Source: an optimization exercise on an open RTL-to-GDS flow (aim: small area, a short achievable clock period and few clock cycles). Production flows keep margins and buffers that such runs may drop.
In this exercise RTL edits were held to simulation tests only and were not proved equivalent to the original.

## muntjac_muldiv_top
module muntjac_muldiv_top (
  input  logic        clk_i,
  input  logic        rst_ni,
  input  logic [63:0] operand_a_i,
  input  logic [63:0] operand_b_i,
  input  logic [2:0]  req_op_i,
  input  logic        req_word_i,
  input  logic        req_valid_i,
  output logic        req_ready_o,
  output logic        resp_valid_o,
  output logic [63:0] resp_value_o
);
Size: ~320 flip-flops, about 200 I/O pins, ~86000 µm² of cells after synthesis.
==> module muntjac_div_r4, before the edit <==
module muntjac_div_r4 #(
    parameter int DW  = 67,
    parameter bit PRE = 1'b0
) (
    input  logic [63:0]   r_i,
    input  logic [DW-1:0] d_i,
    output logic [63:0]   r_o,
    output logic [1:0]    q_o
);
  wire [DW-1:0] d1 = d_i;
  wire [DW-1:0] d2 = d_i >> 1;
  wire up1z = d1[DW-1:64] == '0;
  wire up2z = d2[DW-1:64] == '0;
  logic [63:0] s1, s2;
  logic        c1, c2;
  muntjac_add #(.W(64)) u_s1 (.x_i(r_i), .y_i(~d1[63:0]), .cin_i(1'b1), .sum_o(s1), .cout_o(c1));
  muntjac_add #(.W(64)) u_s2 (.x_i(r_i), .y_i(~d2[63:0]), .cin_i(1'b1), .sum_o(s2), .cout_o(c2));
  wire [65:0] xa = {2'b00, r_i};
  wire [65:0] xb = {2'b11, ~d1[63:0]};
  wire [65:0] xc = {2'b11, ~d2[63:0]};
  logic [65:0] s3;
  logic        c3;
  if (PRE) begin : g_pre
    logic [65:0] nd;
    logic        cn;
    muntjac_add #(.W(66)) u_nd (.x_i(xb), .y_i(xc), .cin_i(1'b1), .sum_o(nd), .cout_o(cn));
    muntjac_add #(.W(66)) u_s3 (.x_i(xa), .y_i(nd), .cin_i(1'b1), .sum_o(s3), .cout_o(c3));
  end else begin : g_csa
    wire [65:0] cs_s = xa ^ xb ^ xc;
    wire [65:0] cs_c = {(xa[64:0] & xb[64:0]) | (xa[64:0] & xc[64:0]) | (xb[64:0] & xc[64:0]), 1'b1};
    muntjac_add #(.W(66)) u_s3 (.x_i(cs_s), .y_i(cs_c), .cin_i(1'b1), .sum_o(s3), .cout_o(c3));
  end
  wire ge1 = c1 & up1z;
  wire ge2 = c2 & up2z;
  wire ge3 = ~s3[65] & up1z;
  assign q_o[1] = ge1;
  assign q_o[0] = ge1 ? ge3 : ge2;
  always_comb begin
    unique case ({ge1, q_o[0]})
      2'b11:   r_o = s3[63:0];
      2'b10:   r_o = s1;
      2'b01:   r_o = s2;
      default: r_o = r_i;
    endcase
  end
endmodule
==> module muntjac_div_steps, before the edit <==
module muntjac_div_steps #(
    parameter int STEPS = 4,
    parameter int DW    = 67
) (
    input  logic [63:0]      r_i,
    input  logic [DW-1:0]    d_i,
    output logic [63:0]      r_o,
    output logic [STEPS-1:0] q_o
);
  logic [63:0] r [STEPS/2+1];
  assign r[0] = r_i;
  for (genvar k = 0; k < STEPS / 2; k++) begin : g_stage
    wire [DW-1:0] d = d_i >> (2 * k);
    muntjac_div_r4 #(.DW(DW), .PRE(k > 0)) u_r4 (
      .r_i (r[k]),
      .d_i (d),
      .r_o (r[k+1]),
      .q_o (q_o[STEPS-1-2*k -: 2])
    );
  end
  assign r_o = r[STEPS/2];
endmodule
clock: 12.0 ns
lec_check: 0
cap_margin: 40
core_margin: 2
core_utilization: 30
setup_slack_margin: 4
slew_margin: 40
run.sh (not shown) runs the stock make flow with config.mk's settings and CLKGATE_MAP_FILE= SYNTH_SCRIPT=/design/flow/synth_recipe.tcl, a recipe that flattens the netlist after the stock synthesis.
Testbench counts at the start, summed over its fixed seeds: cycles 36,582.
Edit:
--- a/flow/design.v
+++ b/flow/design.v
@@ -2317,6 +2317,5 @@
 endmodule
 module muntjac_div_r4 #(
-    parameter int DW  = 67,
-    parameter bit PRE = 1'b0
+    parameter int DW = 67
 ) (
     input  logic [63:0]   r_i,
@@ -2336,16 +2335,9 @@
   wire [65:0] xb = {2'b11, ~d1[63:0]};
   wire [65:0] xc = {2'b11, ~d2[63:0]};
+  wire [65:0] cs_s = xa ^ xb ^ xc;
+  wire [65:0] cs_c = {(xa[64:0] & xb[64:0]) | (xa[64:0] & xc[64:0]) | (xb[64:0] & xc[64:0]), 1'b1};
   logic [65:0] s3;
   logic        c3;
-  if (PRE) begin : g_pre
-    logic [65:0] nd;
-    logic        cn;
-    muntjac_add #(.W(66)) u_nd (.x_i(xb), .y_i(xc), .cin_i(1'b1), .sum_o(nd), .cout_o(cn));
-    muntjac_add #(.W(66)) u_s3 (.x_i(xa), .y_i(nd), .cin_i(1'b1), .sum_o(s3), .cout_o(c3));
-  end else begin : g_csa
-    wire [65:0] cs_s = xa ^ xb ^ xc;
-    wire [65:0] cs_c = {(xa[64:0] & xb[64:0]) | (xa[64:0] & xc[64:0]) | (xb[64:0] & xc[64:0]), 1'b1};
-    muntjac_add #(.W(66)) u_s3 (.x_i(cs_s), .y_i(cs_c), .cin_i(1'b1), .sum_o(s3), .cout_o(c3));
-  end
+  muntjac_add #(.W(66)) u_s3 (.x_i(cs_s), .y_i(cs_c), .cin_i(1'b1), .sum_o(s3), .cout_o(c3));
   wire ge1 = c1 & up1z;
   wire ge2 = c2 & up2z;
@@ -2375,5 +2367,5 @@
   for (genvar k = 0; k < STEPS / 2; k++) begin : g_stage
     wire [DW-1:0] d = d_i >> (2 * k);
-    muntjac_div_r4 #(.DW(DW), .PRE(k > 0)) u_r4 (
+    muntjac_div_r4 #(.DW(DW)) u_r4 (
       .r_i (r[k]),
       .d_i (d),
Count of clock-buffer cells in the layout went down by 6. Cell count fell by 0.71%. Final area grows by 2.0%. Hold slack gains 0.0042 ns. Area after synthesis drops by 1.8%. Worst setup slack loses 0.80 ns.
Testbench counts after the change, summed over its fixed seeds: cycles 36,582.

-- port drivers added, routing unchanged --
No port has a modelled driver above. Below, the same layouts with a new extraction and two added sets of constraints.
Step 1: set_driving_cell puts a clkbuf_16 on clk_i and a buf_2 on each other input, an assumption about the parent block.
Step 2 adds t to the input delays and takes it off the output delays; t is the mean of the earliest and latest rising clock arrival at the registers after step 1. Input paths then give back, and output paths get back, about the clock's delay inside the block.
Three values: ideal, step 1, step 2; two values: the first two.
| run | t (ns) | setup slack, ns | latest minus earliest clock arrival (ns) | worst register clock-pin slew, ns | pins driven straight from the clock port |
|---|---|---|---|---|---|
| the first run | 0.744 | 3.872 / 3.793 / 3.086 | 0.100 / 0.101 | 0.09 / 0.09 | 1 |
| the second run | 0.743 | 3.067 / 3.067 / 3.067 | 0.043 / 0.044 | 0.07 / 0.07 | 1 |
After both steps setup and hold are still met in every run listed. The setup slack of the first run, which loses most, moves by -0.079 ns with the drivers and by -0.786 ns with both steps.
